What follows belongs to an exercise in optimizing a design on an open flow for small area and a short achievable clock period; a production flow would make more cautious choices.
In this exercise RTL edits were held to simulation tests only and were not proved equivalent to the original.
Power figures rest on the tool's default switching activity, not on a simulated workload.

==> flow/flow/run.sh <==
#!/bin/bash
# Layout flow: the standard ORFS flow (standard.sh) with these changes:
#  - repair_timing aims at 20.5 ns of setup slack, so the resizer sizes and buffers
#    the critical paths instead of stopping once the 30 ns clock is met;
#  - clock tree sinks are clustered 25 to a buffer and CTS adds no dummy loads;
#  - ports are buffered with buf_1 cells.
# The synthesis, floorplan, power grid, SDC and clock period are the standard ones.
set -euo pipefail
export SETUP_SLACK_MARGIN=20.5
export CTS_ARGS="-sink_clustering_enable -repair_clock_nets -sink_clustering_size 25 -sink_clustering_max_diameter 100 -dont_use_dummy_load"
export BUFFER_PORTS_ARGS="-buffer_cell sky130_fd_sc_hd__buf_1"
bash standard.sh > standard.log 2>&1
==> flow/standard.sh <==
#!/bin/bash
# synth_recipe.tcl (not shown) runs the flow's synth.tcl, then flattens the netlist and writes it again
# the make line also repeats each setting of config.mk as NAME=value (left out here)
make -C /OpenROAD-flow-scripts/flow DESIGN_CONFIG=/design/flow/config.mk WORK_HOME=/design/flow/orfs CLKGATE_MAP_FILE= SYNTH_SCRIPT=/design/flow/synth_recipe.tcl "${@:-finish}"
==> flow/config.mk <==
export PLATFORM = sky130hd
export DESIGN_NAME = singlecycle
export DESIGN_NICKNAME = singlecycle
export VERILOG_FILES = /design/flow/design.v
export SDC_FILE = /design/flow/constraint.sdc
export NUM_CORES = 8
export LEC_CHECK = 0
export CAP_MARGIN = 35
export CORE_MARGIN = 2
export CORE_UTILIZATION = 30
export PLACE_DENSITY = 0.55
export SLEW_MARGIN = 35
export SYNTH_HIERARCHICAL = 1
==> flow/constraint.sdc <==
create_clock -name core_clock -period 30.0 [get_ports {i_clk}]
set_input_delay 6.0000 -clock core_clock [delete_from_list [all_inputs] [get_ports {i_clk}]]
set_output_delay 6.0000 -clock core_clock [all_outputs]
set_load 0.01 [all_outputs]
==> flow/design.v <==
module singlecycle (
    input  logic        i_clk, i_reset,
    input  logic [31:0] i_io_sw,
    input  logic [31:0] i_instr,
    output logic [31:0] o_pc_debug,
    output logic [31:0] o_io_ledr,
    output logic [31:0] o_io_ledg,
    output logic [31:0] o_io_lcd,
    output logic [31:0] o_io_hex0, o_io_hex1, o_io_hex2, o_io_hex3,
    output logic [31:0] o_io_hex4, o_io_hex5, o_io_hex6, o_io_hex7
);
    logic [31:0] pc;
    logic [31:0] ledr, ledg, lcd, hex30, hex74, swt;
    logic [31:1] rf_v;                  
    logic        s_we;                  
    logic        s_st;                  
    logic        s_ld;                  
    logic [4:0]  s_rd;
    logic [2:0]  s_f3;                  
    logic        s_alt;                 
    logic [2:0]  s_fn;                  
    logic [31:0] s_a, s_b;
    logic [31:0]      wb;               
    logic [32*32-1:0] rf_all;           
    logic [64*32-1:0] mem_all;          
    logic [31:0]      pc_next;
    logic [39:0]      io_en;            
    logic [31:0]      io_d;             
    logic             wen, st_ok, ld_in, alt_in;
    logic [4:0]       rd_in;
    logic [2:0]       f3_in, fn_in;
    logic [31:0]      a_in, b_in;
    logic             mem_we;
    logic [3:0]       s_lane;
    logic [31:0]      s_sdat;
    s1_logic u_s1 (
        .ins(i_instr), .rf_all(rf_all), .rf_v(rf_v), .wb(wb), .s_we(s_we), .s_rd(s_rd),
        .pc(pc), .swt(swt),
        .rst(i_reset), .pc_next(pc_next), .io_en(io_en), .io_d(io_d),
        .wen(wen), .st_ok(st_ok), .ld(ld_in), .alt(alt_in), .rd(rd_in), .f3(f3_in),
        .fn(fn_in), .a_in(a_in), .b_in(b_in));
    s2_logic u_s2 (
        .s_a(s_a), .s_b(s_b), .s_f3(s_f3), .s_fn(s_fn), .s_alt(s_alt), .s_ld(s_ld),
        .s_st(s_st), .mem_all(mem_all), .ledr(ledr), .ledg(ledg), .hex30(hex30),
        .hex74(hex74), .lcd(lcd),
        .wb(wb), .mem_we(mem_we), .lane(s_lane), .sdat(s_sdat));
    assign rf_all[31:0] = 32'b0;
    genvar g;
    generate
        for (g = 1; g < 32; g++) begin : R
            logic [31:0] q;
            always_ff @(posedge i_clk)
                if (s_we && s_rd == g) q <= wb;
            assign rf_all[32 * g +: 32] = q;
        end
    endgenerate
    always_ff @(posedge i_clk or posedge i_reset)
        if (i_reset) rf_v <= '0;
        else if (s_we) rf_v[s_rd] <= 1'b1;
    wire [3:0] lane_n = ~s_lane;
    generate
        for (g = 0; g < 64; g++) begin : M
            logic [31:0] q;
            wire we_n = ~(mem_we && s_a[7:2] == g);
            logic [3:0] en;
            for (genvar k = 0; k < 4; k++) begin : E
                g_nor2 u (.a(we_n), .b(lane_n[k]), .y(en[k]));
            end
            always_ff @(posedge i_clk) begin
                if (en[0]) q[7:0]   <= s_sdat[7:0];
                if (en[1]) q[15:8]  <= s_sdat[15:8];
                if (en[2]) q[23:16] <= s_sdat[23:16];
                if (en[3]) q[31:24] <= s_sdat[31:24];
            end
            assign mem_all[32 * g +: 32] = q;
        end
    endgenerate
    always_ff @(posedge i_clk or posedge i_reset)
        if (i_reset) pc <= 32'b0;
        else         pc <= pc_next;
    assign o_pc_debug = pc;
    logic [31:0] io_q [0:4];
    generate
        for (g = 0; g < 5; g++) begin : IO
            always_ff @(posedge i_clk)
                for (int k = 0; k < 4; k++) begin
                    if (io_en[8 * g + k])     io_q[g][8 * k +: 7] <= io_d[8 * k +: 7];
                    if (io_en[8 * g + 4 + k]) io_q[g][8 * k + 7]  <= io_d[8 * k + 7];
                end
        end
    endgenerate
    assign ledr  = io_q[0];
    assign ledg  = io_q[1];
    assign hex30 = io_q[2];
    assign hex74 = io_q[3];
    assign lcd   = io_q[4];
    always_ff @(posedge i_clk or posedge i_reset)
        if (i_reset) swt <= 32'b0;
        else         swt <= i_io_sw;
    assign o_io_ledr = ledr;
    assign o_io_ledg = ledg;
    assign o_io_lcd  = lcd;
    assign o_io_hex0 = {25'b0, hex30[6:0]};
    assign o_io_hex1 = {25'b0, hex30[14:8]};
    assign o_io_hex2 = {25'b0, hex30[22:16]};
    assign o_io_hex3 = {25'b0, hex30[30:24]};
    assign o_io_hex4 = {25'b0, hex74[6:0]};
    assign o_io_hex5 = {25'b0, hex74[14:8]};
    assign o_io_hex6 = {25'b0, hex74[22:16]};
    assign o_io_hex7 = {25'b0, hex74[30:24]};
    always_ff @(posedge i_clk or posedge i_reset)
        if (i_reset) s_we <= 1'b0;
        else         s_we <= wen;
    always_ff @(posedge i_clk) begin
        s_st  <= st_ok & ~i_reset;
        s_ld  <= ld_in;
        s_rd  <= rd_in;
        s_f3  <= f3_in;
        s_alt <= alt_in;
        s_fn  <= fn_in;
        s_a   <= a_in;
        s_b   <= b_in;
    end
endmodule
module s1_logic (
    input  logic [31:0]      ins,
    input  logic [32*32-1:0] rf_all,
    input  logic [31:1]      rf_v,
    input  logic [31:0]      wb,
    input  logic             s_we,
    input  logic [4:0]       s_rd,
    input  logic [31:0]      pc, swt,
    input  logic             rst,
    output logic [31:0]      pc_next,
    output logic [39:0]      io_en,
    output logic [31:0]      io_d,
    output logic             wen, st_ok, ld, alt,
    output logic [4:0]       rd,
    output logic [2:0]       f3, fn,
    output logic [31:0]      a_in, b_in
);
    wire [6:0]  opc = ins[6:0];
    wire [4:0]  ra1 = ins[19:15];
    wire [4:0]  ra2 = ins[24:20];
    wire        f7_0  = ins[31:25] == 7'b0000000;
    wire        f7_20 = ins[31:25] == 7'b0100000;
    assign f3 = ins[14:12];
    assign rd = ins[11:7];
    wire is_op    = opc == 7'b0110011;
    wire is_opimm = opc == 7'b0010011;
    wire is_load  = opc == 7'b0000011;
    wire is_store = opc == 7'b0100011;
    wire is_br    = opc == 7'b1100011;
    wire is_jal   = opc == 7'b1101111;
    wire is_jalr  = opc == 7'b1100111 && f3 == 3'b000;
    wire is_lui   = opc == 7'b0110111;
    wire is_auipc = opc == 7'b0010111;
    wire op_ok    = is_op & (f7_0 | (f7_20 & (f3 == 3'b000 | f3 == 3'b101)));
    wire opimm_ok = is_opimm & ((f3 == 3'b001) ? f7_0 :
                                (f3 == 3'b101) ? (f7_0 | f7_20) : 1'b1);
    wire ld_ok    = is_load & (f3 == 3'b000 | f3 == 3'b001 | f3 == 3'b010 |
                               f3 == 3'b100 | f3 == 3'b101);
    assign st_ok  = is_store & (f3 == 3'b000 | f3 == 3'b001 | f3 == 3'b010);
    wire br_ok    = is_br & (f3 != 3'b010) & (f3 != 3'b011);
    assign wen    = (op_ok | opimm_ok | ld_ok | is_jal | is_jalr | is_lui | is_auipc)
                    & (rd != 5'd0);
    assign ld     = is_load;
    assign alt    = ins[30] & (is_op | (is_opimm & f3 == 3'b101));
    assign fn     = (is_op | is_opimm) ? f3 : 3'b000;
    wire [31:0] imm_i = {{20{ins[31]}}, ins[31:20]};
    wire [31:0] imm_s = {{20{ins[31]}}, ins[31:25], ins[11:7]};
    wire [31:0] imm_b = {{20{ins[31]}}, ins[7], ins[30:25], ins[11:8], 1'b0};
    wire [31:0] imm_j = {{12{ins[31]}}, ins[19:12], ins[20], ins[30:21], 1'b0};
    wire [31:0] imm_u = {ins[31:12], 12'b0};
    logic [31:0] rd1, rd2;
    always_comb begin
        rd1 = 32'b0;
        rd2 = 32'b0;
        for (int i = 1; i < 32; i++) begin
            rd1 = rd1 | ({32{ra1 == i && rf_v[i]}} & rf_all[32 * i +: 32]);
            rd2 = rd2 | ({32{ra2 == i && rf_v[i]}} & rf_all[32 * i +: 32]);
        end
    end
    wire fwd1 = s_we && (ra1 == s_rd);
    wire fwd2 = s_we && (ra2 == s_rd);
    wire [31:0] rs1 = fwd1 ? wb : rd1;
    wire [31:0] rs2 = fwd2 ? wb : rd2;
    wire [31:0] pc4 = pc + 32'd4;
    wire [31:0] pc_tgt = pc + (is_jal ? imm_j : imm_b);
    wire [31:0] imm_ls = is_store ? imm_s : imm_i;
    logic [31:0] agu, agu_co, agu_co4n;
    pfx_add32 u_agu (.a(rs1), .b(imm_ls), .s(agu), .co(agu_co), .co4n(agu_co4n));
    wire        c12n = agu_co4n[11];        
    wire [1:0]  ea = agu[1:0];
    wire        sgn = ~f3[1];
    logic       eq, lt;
    logic [1:0] ll4, ee4;
    tree_cmp32 u_cmp (.a({rs1[31] ^ sgn, rs1[30:0]}), .b({rs2[31] ^ sgn, rs2[30:0]}),
                      .lt(lt), .eq(eq), .ll4(ll4), .ee4(ee4));
    wire        take = br_ok & (f3[0] ^ (f3[2] ? lt : eq));
    wire [31:0] pc_seq = is_jalr ? {agu[31:1], 1'b0} : pc4;
    wire c_lt = br_ok & f3[2] & ~f3[0];
    wire c_ge = br_ok & f3[2] & f3[0];
    wire c_eq = br_ok & ~f3[2] & ~f3[0];
    wire c_ne = br_ok & ~f3[2] & f3[0];
    logic [3:0] jmp;
    genvar gi;
    generate
        for (gi = 0; gi < 4; gi++) begin : TK
            take_unit t (.ll4(ll4), .ee4(ee4), .c_lt(c_lt), .c_ge(c_ge), .c_eq(c_eq),
                         .c_ne(c_ne), .jal(is_jal), .jmp(jmp[gi]));
        end
        for (gi = 0; gi < 32; gi++) begin : PM
            g_mux2 m (.a(pc_seq[gi]), .b(pc_tgt[gi]), .s(jmp[gi / 8]), .y(pc_next[gi]));
        end
    endgenerate
    wire [19:0] hi = rs1[31:12];
    wire        hi_io = hi[19:3] == 17'h02000;
    wire [6:0]  hik = {hi_io & hi[2:0] == 3'd5, hi_io & hi[2:0] == 3'd4,
                       hi_io & hi[2:0] == 3'd3, hi_io & hi[2:0] == 3'd2,
                       hi_io & hi[2:0] == 3'd1, hi_io & hi[2:0] == 3'd0,
                       hi == 20'h0FFFF};
    logic [4:0] pg0, pg1;
    always_comb
        for (int j = 0; j < 5; j++) begin
            pg0[j] = st_ok & (imm_s[11] ? hik[j + 2] : hik[j + 1]);
            pg1[j] = st_ok & (imm_s[11] ? hik[j + 1] : hik[j]);
        end
    wire sw_w = f3[1];
    wire sh_w = f3[0];
    wire [3:0] lane = sw_w ? 4'b1111 :
                      sh_w ? (ea[1] ? 4'b1100 : 4'b0011) :
                             (4'b0001 << ea);
    wire [3:0] lane_lcd = sw_w ? 4'b1111 :
                          sh_w ? (ea[1] ? 4'b0000 : 4'b0011) :
                                 (ea == 2'b00 ? 4'b0001 : 4'b0000);
    wire [3:0] lane_h7 = sw_w ? lane : sh_w ? (lane & 4'b0101) : 4'b0000;
    logic [4:0]  pg;
    logic [39:0] msk;
    always_comb
        for (int j = 0; j < 5; j++)
            for (int k = 0; k < 4; k++) begin
                msk[8 * j + k]     = j == 4 ? lane_lcd[k] : lane[k];
                msk[8 * j + 4 + k] = j == 4 ? lane_lcd[k] : (j == 2 || j == 3) ? lane_h7[k] : lane[k];
            end
    generate
        for (gi = 0; gi < 5; gi++) begin : PG
            g_mux2 m (.a(pg1[gi]), .b(pg0[gi]), .s(c12n), .y(pg[gi]));
        end
        for (gi = 0; gi < 40; gi++) begin : EN
            g_a21o e (.a1(pg[gi / 8]), .a2(msk[gi]), .b1(rst), .y(io_en[gi]));
        end
    endgenerate
    wire [31:0] sdat = {sw_w ? rs2[31:24] : sh_w ? rs2[15:8] : rs2[7:0],
                   sw_w ? rs2[23:16] : rs2[7:0],
                   sh_w | sw_w ? rs2[15:8] : rs2[7:0],
                   rs2[7:0]};
    assign io_d = sdat & {32{~rst}};
    always_comb begin
        if (is_load | is_store)     a_in = agu;
        else if (is_auipc)          a_in = pc;
        else if (is_jal | is_jalr)  a_in = pc4;
        else if (is_lui)            a_in = 32'b0;
        else                        a_in = rs1;
        if (is_op | is_store)       b_in = rs2;
        else if (is_load)           b_in = swt;
        else if (is_opimm)          b_in = imm_i;
        else if (is_lui | is_auipc) b_in = imm_u;
        else                        b_in = 32'b0;
    end
endmodule
module s2_logic (
    input  logic [31:0]      s_a, s_b,
    input  logic [2:0]       s_f3, s_fn,
    input  logic             s_alt, s_ld, s_st,
    input  logic [64*32-1:0] mem_all,
    input  logic [31:0]      ledr, ledg, hex30, hex74, lcd,
    output logic [31:0]      wb,
    output logic             mem_we,
    output logic [3:0]       lane,
    output logic [31:0]      sdat
);
    wire        sub  = s_alt | (s_fn == 3'b010) | (s_fn == 3'b011);
    wire [32:0] diff = {1'b0, s_a} + {1'b0, s_b ^ {32{sub}}} + {32'b0, sub};
    wire        s_ltu = ~diff[32];
    wire        s_lt  = (s_a[31] ^ s_b[31]) ? s_a[31] : diff[31];
    wire [4:0]  sh = s_b[4:0];
    wire        left = s_fn == 3'b001;
    logic [31:0] sh_in, sh_out, sh_rev;
    logic [63:0] sh_wide;
    always_comb begin
        for (int i = 0; i < 32; i++) sh_in[i] = left ? s_a[31 - i] : s_a[i];
        sh_wide = {{32{s_alt & s_a[31] & ~left}}, sh_in} >> sh;
        sh_out = sh_wide[31:0];
        for (int i = 0; i < 32; i++) sh_rev[i] = sh_out[31 - i];
    end
    logic [31:0] alu;
    always_comb begin
        case (s_fn)
            3'b000: alu = diff[31:0];
            3'b001: alu = sh_rev;
            3'b010: alu = {31'b0, s_lt};
            3'b011: alu = {31'b0, s_ltu};
            3'b100: alu = s_a ^ s_b;
            3'b101: alu = sh_out;
            3'b110: alu = s_a | s_b;
            default: alu = s_a & s_b;
        endcase
    end
    wire        m_mem  = s_a[31:15] == 17'b0;
    wire        m_io   = s_a[31:15] == 17'h02000;
    wire        m_ledr = m_io & s_a[14:12] == 3'd0;
    wire        m_ledg = m_io & s_a[14:12] == 3'd1;
    wire        m_h30  = m_io & s_a[14:12] == 3'd2;
    wire        m_h74  = m_io & s_a[14:12] == 3'd3;
    wire        m_lcd  = m_io & s_a[14:12] == 3'd4;
    wire        m_swt  = s_a[31:12] == 20'h10010;
    assign lane = s_f3[1] ? 4'b1111 :
                  s_f3[0] ? (s_a[1] ? 4'b1100 : 4'b0011) :
                            (4'b0001 << s_a[1:0]);
    assign sdat = {s_f3[1] ? s_b[31:24] : s_f3[0] ? s_b[15:8] : s_b[7:0],
                   s_f3[1] ? s_b[23:16] : s_b[7:0],
                   s_f3[1] | s_f3[0] ? s_b[15:8] : s_b[7:0],
                   s_b[7:0]};
    assign mem_we = s_st & m_mem;
    logic [63:0] msel;
    always_comb
        for (int i = 0; i < 64; i++) msel[i] = s_a[7:2] == i;
    logic [31:0] mword, lword;
    ao_mux64 u_mrd (.sel(msel), .d(mem_all), .q(mword));
    always_comb begin
        lword = 32'b0;
        if (m_mem)  lword = mword;
        if (m_ledr) lword = ledr;
        if (m_ledg) lword = ledg;
        if (m_h30)  lword = hex30;
        if (m_h74)  lword = hex74;
        if (m_lcd)  lword = lcd;
    end
    wire hexpg = m_h30 | m_h74;
    logic [31:0] ldv;
    logic [7:0]  lb;
    logic [15:0] lh;
    always_comb begin
        case (s_a[1:0])
            2'b00: lb = lword[7:0];
            2'b01: lb = lword[15:8];
            2'b10: lb = lword[23:16];
            default: lb = lword[31:24];
        endcase
        lh = s_a[1] ? lword[31:16] : lword[15:0];
        if (hexpg) begin
            lb[7]  = lb[6]  & ~s_f3[2];
            lh[15] = lh[14] & ~s_f3[2];
        end
        case (s_f3)
            3'b000: ldv = {{24{lb[7]}}, lb};
            3'b001: ldv = {{16{lh[15]}}, lh};
            3'b100: ldv = {24'b0, lb};
            3'b101: ldv = {16'b0, lh};
            default: ldv = lword;
        endcase
        if (hexpg & ~s_f3[1]) ldv[31] = 1'b0;
        if (m_swt) ldv = s_b;
    end
    assign wb = s_ld ? ldv : alu;
endmodule
module ao_mux32 (                       
    input  logic [31:0]      sel,
    input  logic [32*32-1:0] d,
    output logic [31:0]      q_n
);
    genvar b, j;
    generate
        for (b = 0; b < 32; b++) begin : B
            logic [10:0] y;
            logic [2:0]  z;
            for (j = 0; j < 10; j++) begin : T
                g_ao222i u (.a(sel[3 * j + 1]), .b(d[32 * (3 * j + 1) + b]),
                            .c(sel[3 * j + 2]), .d(d[32 * (3 * j + 2) + b]),
                            .e(sel[3 * j + 3]), .f(d[32 * (3 * j + 3) + b]), .y(y[j]));
            end
            g_nand2 u31 (.a(sel[31]), .b(d[32 * 31 + b]), .y(y[10]));
            g_nand4 n0 (.a(y[0]), .b(y[1]), .c(y[2]), .d(y[3]), .y(z[0]));
            g_nand4 n1 (.a(y[4]), .b(y[5]), .c(y[6]), .d(y[7]), .y(z[1]));
            g_nand3 n2 (.a(y[8]), .b(y[9]), .c(y[10]), .y(z[2]));
            g_nor3 o (.a(z[0]), .b(z[1]), .c(z[2]), .y(q_n[b]));
        end
    endgenerate
endmodule
module ao_mux64 (                       
    input  logic [63:0]      sel,
    input  logic [64*32-1:0] d,
    output logic [31:0]      q
);
    genvar b, j;
    generate
        for (b = 0; b < 32; b++) begin : B
            logic [21:0] y;
            logic [5:0]  z;
            logic [2:0]  w;
            for (j = 0; j < 21; j++) begin : T
                g_ao222i u (.a(sel[3 * j]), .b(d[32 * (3 * j) + b]),
                            .c(sel[3 * j + 1]), .d(d[32 * (3 * j + 1) + b]),
                            .e(sel[3 * j + 2]), .f(d[32 * (3 * j + 2) + b]), .y(y[j]));
            end
            g_nand2 u63 (.a(sel[63]), .b(d[32 * 63 + b]), .y(y[21]));
            for (j = 0; j < 5; j++) begin : N
                g_nand4 n (.a(y[4 * j]), .b(y[4 * j + 1]), .c(y[4 * j + 2]), .d(y[4 * j + 3]),
                           .y(z[j]));
            end
            g_nand2 n5 (.a(y[20]), .b(y[21]), .y(z[5]));
            g_nor2 o0 (.a(z[0]), .b(z[1]), .y(w[0]));
            g_nor2 o1 (.a(z[2]), .b(z[3]), .y(w[1]));
            g_nor2 o2 (.a(z[4]), .b(z[5]), .y(w[2]));
            g_nand3 r (.a(w[0]), .b(w[1]), .c(w[2]), .y(q[b]));
        end
    endgenerate
endmodule
module g_ao222i (input logic a, b, c, d, e, f, output logic y);
    assign y = ~((a & b) | (c & d) | (e & f));
endmodule
module g_nand2 (input logic a, b, output logic y);
    assign y = ~(a & b);
endmodule
module g_nand3 (input logic a, b, c, output logic y);
    assign y = ~(a & b & c);
endmodule
module g_nand4 (input logic a, b, c, d, output logic y);
    assign y = ~(a & b & c & d);
endmodule
module g_nor2 (input logic a, b, output logic y);
    assign y = ~(a | b);
endmodule
module g_nor3 (input logic a, b, c, output logic y);
    assign y = ~(a | b | c);
endmodule
module pfx_add32 (
    input  logic [31:0] a, b,
    output logic [31:0] s, co,
    output logic [31:0] co4n                
);
    logic [31:0] p, g0n, p0n;
    logic [31:0] gg [0:5];
    logic [31:0] pp [0:5];
    genvar i, k;
    generate
        for (i = 0; i < 32; i++) begin : L0
            g_xor2  x (.a(a[i]), .b(b[i]), .y(p[i]));
            g_nand2 n (.a(a[i]), .b(b[i]), .y(gg[0][i]));      
            g_xnor2 q (.a(a[i]), .b(b[i]), .y(pp[0][i]));      
        end
        for (k = 1; k <= 5; k++) begin : LV
            localparam int D = 1 << (k - 1);
            for (i = 0; i < 32; i++) begin : N
                if (k % 2 == 1) begin : POS     
                    if (i >= D) begin : C
                        g_o21ai u (.a1(pp[k-1][i]), .a2(gg[k-1][i-D]), .b1(gg[k-1][i]), .y(gg[k][i]));
                        g_nor2  v (.a(pp[k-1][i]), .b(pp[k-1][i-D]), .y(pp[k][i]));
                    end else begin : T
                        g_inv   u (.a(gg[k-1][i]), .y(gg[k][i]));
                        assign pp[k][i] = 1'b0;
                    end
                end else begin : NEG            
                    if (i >= D) begin : C
                        g_a21oi u (.a1(pp[k-1][i]), .a2(gg[k-1][i-D]), .b1(gg[k-1][i]), .y(gg[k][i]));
                        g_nand2 v (.a(pp[k-1][i]), .b(pp[k-1][i-D]), .y(pp[k][i]));
                    end else begin : T
                        g_inv   u (.a(gg[k-1][i]), .y(gg[k][i]));
                        assign pp[k][i] = 1'b1;
                    end
                end
            end
        end
        assign s[0] = p[0];
        for (i = 1; i < 32; i++) begin : S
            g_xor2 x (.a(p[i]), .b(gg[5][i-1]), .y(s[i]));
        end
    endgenerate
    assign co = gg[5];
    assign co4n = gg[4];
endmodule
module tree_cmp32 (
    input  logic [31:0] a, b,
    output logic        lt, eq,
    output logic [1:0]  ll4, ee4        
);
    logic [31:0] ll [0:5];
    logic [31:0] ee [0:5];
    genvar i, k;
    generate
        for (i = 0; i < 32; i++) begin : L0
            g_orn   o (.a(a[i]), .bn(b[i]), .y(ll[0][i]));     
            g_xor2  x (.a(a[i]), .b(b[i]), .y(ee[0][i]));      
        end
        for (k = 1; k <= 5; k++) begin : LV
            localparam int W = 32 >> k;
            for (i = 0; i < W; i++) begin : N
                if (k % 2 == 1) begin : POS
                    g_o21ai u (.a1(ee[k-1][2*i+1]), .a2(ll[k-1][2*i]), .b1(ll[k-1][2*i+1]), .y(ll[k][i]));
                    g_nor2  v (.a(ee[k-1][2*i+1]), .b(ee[k-1][2*i]), .y(ee[k][i]));
                end else begin : NEG
                    g_a21oi u (.a1(ee[k-1][2*i+1]), .a2(ll[k-1][2*i]), .b1(ll[k-1][2*i+1]), .y(ll[k][i]));
                    g_nand2 v (.a(ee[k-1][2*i+1]), .b(ee[k-1][2*i]), .y(ee[k][i]));
                end
            end
        end
    endgenerate
    assign lt = ll[5][0];
    assign eq = ee[5][0];
    assign ll4 = ll[4][1:0];
    assign ee4 = ee[4][1:0];
endmodule
module g_inv (input logic a, output logic y);
    assign y = ~a;
endmodule
module g_xor2 (input logic a, b, output logic y);
    assign y = a ^ b;
endmodule
module g_xnor2 (input logic a, b, output logic y);
    assign y = ~(a ^ b);
endmodule
module g_orn (input logic a, bn, output logic y);
    assign y = a | ~bn;
endmodule
module g_a21oi (input logic a1, a2, b1, output logic y);
    assign y = ~((a1 & a2) | b1);
endmodule
module g_o21ai (input logic a1, a2, b1, output logic y);
    assign y = ~((a1 | a2) & b1);
endmodule
module g_mux2 (input logic a, b, s, output logic y);
    assign y = s ? b : a;
endmodule
module take_unit (
    input  logic [1:0] ll4, ee4,
    input  logic       c_lt, c_ge, c_eq, c_ne, jal,
    output logic       jmp
);
    wire lt = ~ll4[1] | (~ee4[1] & ~ll4[0]);
    wire eq = ~ee4[1] & ~ee4[0];
    assign jmp = jal | (c_lt & lt) | (c_ge & ~lt) | (c_eq & eq) | (c_ne & ~eq);
endmodule
module g_a21o (input logic a1, a2, b1, output logic y);
    assign y = (a1 & a2) | b1;
endmodule
==> impl_results.md, run 1 <==
- Fillers: 46900
- Power per cell area: 54.7 nW/µm²
- Placer congestion estimate: 1.02
- Clock slew at reported path FFs: 0.10 ns
- Drt total wl: 685000 µm
- I/O pin count: 450
- Pint: 0.00655 W
- Reg2Reg Launch Point: s_a[7]
- Largest net degree at the start of global routing: 73
- First-pass GRT wire length: 891000 µm
- Slew Limit Headroom: 28.5%
- IO Port Bufs: 249
- CP startpoint kind: input port
- Hold Startpoint: rf_v[3]
- CTS tree: yes
- Root Buffer: clkbuf_16
- Final Total Pwr: 0.00907 W
- HP Class: reg2reg
- Routed vias: 111000
- Clock share of power: 27.3%
- Sink Count: 3374
- CTS max path bufs: 4
- Antenna Nets Post-Route: 0
- Comb power frac: 14.4%
- GRT Residual Overflow: 0
- Highest clock rate: 103 MHz
- Worst setup EP type: flip-flop
- Post-Syn Area: 146000 µm²
- WL/cell: 39.6 µm
- CTS H-tree depth: 4
- Unrepaired setup endpoints after global routing: true
- Initial Utilization: 30.1%
- Kind of critical path: in2reg
- Row cnt: 256
- Die area: 492000 µm²
- Max-cap violations: 0
- Reg2reg end: io_q[2][22]
- Sequential Area: 100000 µm²
- Setup_tns: 0 ns
- Post-layout util: 34.2%
- Post-DP HPWL: 439000 µm
- Sw power: 0.00252 W
- Worst path required time: 30.63 ns
- Mean post-synth cell area: 14.2 µm²
- Area Growth Syn to Fin: 13.6%
- Multi-input gate area: 45400 µm²
- Worst reg2reg setup slack: 20.66 ns
- Seq pwr share: 58.3%
- Lkg Pwr: 55.1 nW
- Final setup fails: 0
- Status: timing/DRC/antenna clean
- Final #Nets: 11000
- Reg2reg path depth: 27
- Core box area: 485000 µm²
- Vias per Instance: 6.41
- Die Y: 701 µm
- Worst EP arrival: 10.32 ns
- Period utilization: 32.3%
- Drt pass-1 iters: 13
- VDD IR max: 0.0500 mV
- Worst Skew: 0.170 ns
- Initial antenna violation count: 57
- Hold Slack: 0.528 ns
- Residual DRC count: 0
- Total CTS buffers: 166
- Worst-margin pin slew: 1.07 ns
- Final min period: 9.69 ns
- Worst-skew pair later-pin latency: 1.02 ns
- Gr usage total: 26.3%
- Mapped Cells: 10300
- 1st-iter DRT viols: 22100
- Worst setup path startpoint: i_instr[16]
- Switching Share: 27.8%
- Worst-path maximum fanout: 24
- Yosys Warn Count: 18
- Die Width: 701 µm
- Vias in the first global route: 100000
- Final Hold Fails: 0
- Worst Setup EP: io_q[2][22]
- Max-slew violations: 0
- Layout cells sized above 1: 14.5%
[worst min path at each step]
stage | end | slack, ns | depth (start not counted)
2_1_floorplan | rf_v[8] | 0.43 | 1
3_3_place_gp | rf_v[2] | 0.50 | 1
3_5_place_dp | s_b[11] | 0.48 | 2
4_1_cts | s_b[11] | 0.52 | 2
5_1_grt | M[31].q[7] | 0.54 | 0
6_report | rf_v[3] | 0.53 | 1
[what timing repair did]
action,4_1_cts,5_1_grt
resized for setup,333,222
hold buffers,0,0
pin swaps,62,99
endpoints found under the setup margin,238,207
setup buffers,77,112
gates cloned,16,14
[power groups by stage]
| stage | Combinational, W | Clock (W) | Sequential [W] |
|---|---|---|---|
| 6_report | 0.00130 | 0.00248 | 0.00529 |
| 5_1_grt | 0.00133 | 0.00262 | 0.00528 |
| 4_1_cts | 0.00122 | 0.00248 | 0.00528 |
| 3_5_place_dp | 0.00118 | 0 | 0.00539 |
| 3_3_place_gp | 0.00117 | 0 | 0.00539 |
| 2_1_floorplan | 0.000641 | 0 | 0.00534 |
[layout make-up]
type	count	share of cell area [%]
Tap cell	6450	4.87
Antenna cell	72	0.109
Inverter	132	0.302
Multi-Input combinational cell	6243	27.4
Timing Repair Buffer	873	4.48
Clock buffer	166	2.50
Sequential cell	3374	60.4
[layout by cell type, fill, tap and decap left out, types with 61 or more instances in the layout]
cell       count
edfxtp_1    3200
a21oi_2       69
dfxtp_1       67
xnor2_1      114
a21o_1        63
ha_1         135
nor2_1       757
buf_12        67
dfrtp_1       95
a222oi_1     749
inv_1        117
buf_4        440
a21oi_1      211
conb_1       200
nor2_4        61
xor2_1       122
nand4_1      238
clkbuf_16    177
nor3_1        99
and3_1       306
buf_1        236
nand2_1      567
a22oi_1      558
a22o_1        84
diode_2       72
o21ai_1       75
nand3_1      263
nor2_2       107
mux2i_1      100
buf_6         69
a221oi_1     123
o21ai_0      146
[metal layers]
layer,share of wire (%),GRT usage (%),vias to the layer above
met2,43,39.3,9699
met1,35,31.9,56000
met5,0.14,0,-
li1,-,-,42600
met3,13,9.14,2603
met4,8.8,17.8,35
[sequential cells by signal (all words and copies together) (netlist names)]
name	flops
s_rd	5
s_st	1
s_a	32
s_fn	3
s_f3	3
M.q	2048
swt	32
s_ld	1
s_we	1
io_q	160
pc	32
R.q	992
s_b	32
rf_v	31
s_alt	1
[critical path, stage by stage]
cell	delay [ns]
clkbuf_8	0.21
nor2_2	0.52
and2_4	0.45
buf_12	0.31
a2111oi_0	0.18
and4_1	0.22
a31oi_1	0.19
buf_4	0.30
nor4b_4	0.30
nand4b_1	0.25
nor4b_4	0.37
and4bb_1	0.29
mux2_4	0.35
a21o_4	0.27
[stage by stage]
| step | cell area, µm² | cells | worst slack [ns] |
|---|---|---|---|
| 5_1_grt | 166000 | 17200 | 20.36 |
| 2_1_floorplan | 148000 | 10500 | 20.35 |
| 6_report | 166000 | 17300 | 20.31 |
| 3_5_place_dp | 157000 | 16800 | 17.80 |
| 4_1_cts | 163000 | 17100 | 20.50 |
| 3_3_place_gp | 156000 | 16800 | 17.55 |
==> inputs of run 2 (changes only) <==
==> flow/flow/run.sh (replaced) <==
#!/bin/bash
# Layout flow: the standard ORFS flow (standard.sh) with these changes:
#  - repair_timing aims at 21.5 ns of setup slack, so the resizer sizes and buffers
#    the critical paths instead of stopping once the 30 ns clock is met;
#  - clock tree sinks are clustered 25 to a buffer and CTS adds no dummy loads;
#  - ports are buffered with buf_1 cells.
# The synthesis, floorplan, power grid, SDC and clock period are the standard ones.
set -euo pipefail
export SETUP_SLACK_MARGIN=21.5
export CTS_ARGS="-sink_clustering_enable -repair_clock_nets -sink_clustering_size 25 -sink_clustering_max_diameter 100 -dont_use_dummy_load"
export BUFFER_PORTS_ARGS="-buffer_cell sky130_fd_sc_hd__buf_1"
bash standard.sh > standard.log 2>&1
==> impl_results.md, run 2 <==
- Status: timing/DRC/antenna clean (unchanged)
- Initial antenna violation count: 54 (was 57)
- Switching Share: 28.1% (was 27.8%)
- Hold Slack: 0.544 ns (was 0.528 ns)
- 1st-iter DRT viols: 23100 (was 22100)
- Post-Syn Area: 146000 µm² (unchanged)
- Drt total wl: 698000 µm (was 685000 µm)
- Reg2Reg Launch Point: s_a[5] (was s_a[7])
- Clock share of power: 27.2% (was 27.3%)
- CTS tree: yes (unchanged)
- Placed Area: 157000 µm² (about the same)
- Yosys Warn Count: 18 (unchanged)
- GR peak layer: met2 (unchanged)
- Mean post-synth cell area: 14.2 µm² (unchanged)
- Post-DP HPWL: 437000 µm (was 439000 µm)
- Layout cells sized above 1: 17.7% (was 14.5%)
- Worst setup EP type: flip-flop (unchanged)
- M3 GR Usage: 10.6% (was 9.14%)
- GRT Residual Overflow: 0 (unchanged)
- CP startpoint kind: input port (unchanged)
- CTS max path bufs: 4 (unchanged)
- Die Width: 701 µm (unchanged)
- Unrepaired setup endpoints after global routing: true (unchanged)
- Vias per Instance: 6.44 (was 6.41)
- Highest clock rate: 104 MHz (was 103 MHz)
- WL/cell: 39.9 µm (was 39.6 µm)
- Sw power: 0.00257 W (was 0.00252 W)
- Residual DRC count: 0 (unchanged)
- IO Port Bufs: 249 (unchanged)
- Worst Skew: 0.213 ns (was 0.170 ns)
- Place WS: 17.77 ns (was 17.80 ns)
- Final setup margin: 20.36 ns (was 20.31 ns)
- Hold Startpoint: rf_v[8] (was rf_v[3])
- First-pass GRT wire length: 907000 µm (was 891000 µm)
- Final Hold Fails: 0 (unchanged)
- Commonest non-fill, non-tap cell in the layout: edfxtp_1 (unchanged)
- GR Util met1: 31.9% (about the same)
- Kind of critical path: in2reg (unchanged)
- Slew Limit Headroom: 25.1% (was 28.5%)
- Vias in the first global route: 102000 (was 100000)
- Final #Nets: 11200 (was 11000)
- Comb power frac: 15.0% (was 14.4%)
- Period utilization: 32.1% (was 32.3%)
- Placer congestion estimate: 1.00 (was 1.02)
- Clock slew at reported path FFs: 0.10 ns (about the same)
- Total CTS buffers: 167 (was 166)
- Max-cap violations: 0 (unchanged)
- CTS H-tree depth: 4 (unchanged)
- Mapped Cells: 10300 (unchanged)
- Met2 Use GR: 39.7% (was 39.3%)
- Drt pass-1 iters: 15 (was 13)
- Fillers: 46600 (was 46900)
- Seq pwr share: 57.8% (was 58.3%)
- Worst-path maximum fanout: 13 (was 24)
- Core box area: 485000 µm² (unchanged)
- Power per cell area: 54.1 nW/µm² (was 54.7 nW/µm²)
- HP Class: reg2reg (unchanged)
- Row cnt: 256 (unchanged)
- Routed vias: 113000 (was 111000)
- Gr usage total: 26.8% (was 26.3%)
- Worst setup path startpoint: i_instr[18] (was i_instr[16])
- Die Y: 701 µm (unchanged)
- Worst-skew pair later-pin latency: 1.07 ns (was 1.02 ns)
- Root Buffer: clkbuf_16 (unchanged)
- Final min period: 9.64 ns (was 9.69 ns)
- Max-slew violations: 0 (unchanged)
- Sink Count: 3374 (unchanged)
- Area Growth Syn to Fin: 16.0% (was 13.6%)
- Antenna Nets Post-Route: 0 (unchanged)
- Initial Utilization: 30.1% (unchanged)
- Worst EP arrival: 10.35 ns (was 10.32 ns)
- Max FFs per register: 2048 (unchanged)
- Finished Cell Area: 169000 µm² (was 166000 µm²)
- Final setup fails: 0 (unchanged)
- VDD IR max: 0.0513 mV (was 0.0500 mV)
- Worst-margin pin slew: 1.12 ns (was 1.07 ns)
- Commonest cells after routing, fill and taps aside: edfxtp_1 (3200), a222oi_1 (749), nor2_1 (726), buf_4 (572), a22oi_1 (554) (was edfxtp_1 (3200), nor2_1 (757), a222oi_1 (749), nand2_1 (567), a22oi_1 (558))
- Setup_tns: 0 ns (unchanged)
- Pint: 0.00658 W (was 0.00655 W)
- Lkg Pwr: 56.8 nW (was 55.1 nW)
- Die area: 492000 µm² (unchanged)
- Biggest regs: M.q: 2048 flops, R.q: 992 flops, io_q: 160 flops (unchanged)
- I/O pin count: 450 (unchanged)
- Most flop-heavy register: M.q (unchanged)
- Worst path required time: 30.71 ns (was 30.63 ns)
- Largest net degree at the start of global routing: 81 (was 73)
==> run 2: critical path, stage by stage <==
cell and delay (ns):
clkbuf_16 0.17, and3b_1 0.19, buf_6 0.18, and2_4 0.18, buf_12 0.16, buf_4 0.19, a22oi_1 0.14, nand2_1 0.13
nor4_4 0.84, a21oi_4 0.12, buf_12 0.20, xnor2_4 0.21, o21ai_2 0.11, a21oi_2 0.23, o21ai_4 0.09, a21oi_4 0.17
buf_12 0.16, mux2_4 0.42, a21o_4 0.34
==> run 2: power groups by stage <==
stage | clock [W] | sequential [W] | combinational [W]
after floorplan | 0 | 0.00534 | 0.000645
after global placement | 0 | 0.00540 | 0.00122
after detailed placement | 0 | 0.00540 | 0.00122
after CTS | 0.00249 | 0.00529 | 0.00129
after global routing | 0.00263 | 0.00529 | 0.00139
final | 0.00249 | 0.00529 | 0.00137
==> run 2: what timing repair did <==
| item | in CTS | in global routing |
|---|---|---|
| hold buffers | 0 | 0 |
| pin swaps | 125 | 126 |
| resized for setup | 510 | 247 |
| buffers inserted | 224 | 158 |
| gates cloned | 37 | 11 |
| endpoints found under the setup margin | 387 | 289 |
==> run 2: layer usage <==
metal | share of wire, % | wire [µm]
met1 | 34 | 239000
met3 | 14 | 97700
met2 | 42 | 295000
met4 | 9.2 | 64500
met5 | 0.33 | 2280
==> run 2: path summary, 6_finish.rpt <==
path / to / depth (start not counted) / slack [ns]
hold / removal: rf_v[8] / 1 / 0.54
hold reg to reg: rf_v[8] / 1 / 0.54
min in group asynchronous: swt[23] / 3 / 5.48
setup / recovery: io_q[2][5] / 19 / 20.36
max in group asynchronous: swt[29] / 4 / 23.38
setup reg to reg: io_q[3][3] / 30 / 20.67
==> run 2: area by class of cell <==
| cell class | instances | area, µm² | share of cell area (%) |
|---|---|---|---|
| well taps | 6450 | 8070 | 4.77 |
| flip-flops and latches | 3374 | 100000 | 59.1 |
| diodes | 54 | 135 | 0.0798 |
| multi-input cells | 6253 | 46400 | 27.4 |
| clock buffers | 167 | 4180 | 2.47 |
| repair buffers | 1079 | 9900 | 5.85 |
| inverters | 132 | 527 | 0.311 |
==> run 2: through the flow <==
step | util (%) | instances | power (W)
2_1_floorplan | - | 10500 | 0.00598
3_3_place_gp | 32.3 | 16800 | 0.00661
3_5_place_dp | 32.4 | 16900 | 0.00662
4_1_cts | 34.2 | 17300 | 0.00907
5_1_grt | 34.9 | 17500 | 0.00931
6_report | 34.9 | 17500 | 0.00915

==> afterwards: timing with drivers on the ports <==
The results above use ideal ports. As a check the final layouts listed here were re-extracted and re-timed, cells and wires unchanged. Step 1: set_driving_cell puts a clkbuf_16 on i_clk and a buf_2 on each other input, an assumption about the parent block. Step 2, shift: input delay + t, output delay - t, t = (earliest + latest rising clock arrival at the registers) / 2. This alone moves slack from input paths to output paths. a / b / c = no drivers / after step 1 / after step 2; a / b = the first two.
| run | t, ns | slack for setup (ns) | pins driven straight from the clock port |
|---|---|---|---|
| run 1 | 1.048 | 20.313 / 20.364 / 19.316 | 1 |
| run 2 | 1.070 | 20.360 / 20.073 / 19.004 | 1 |
After both steps setup and hold are still met in every run listed. The setup slack of run 2, which loses most, moves by -0.287 ns with the drivers and by -1.356 ns with both steps.
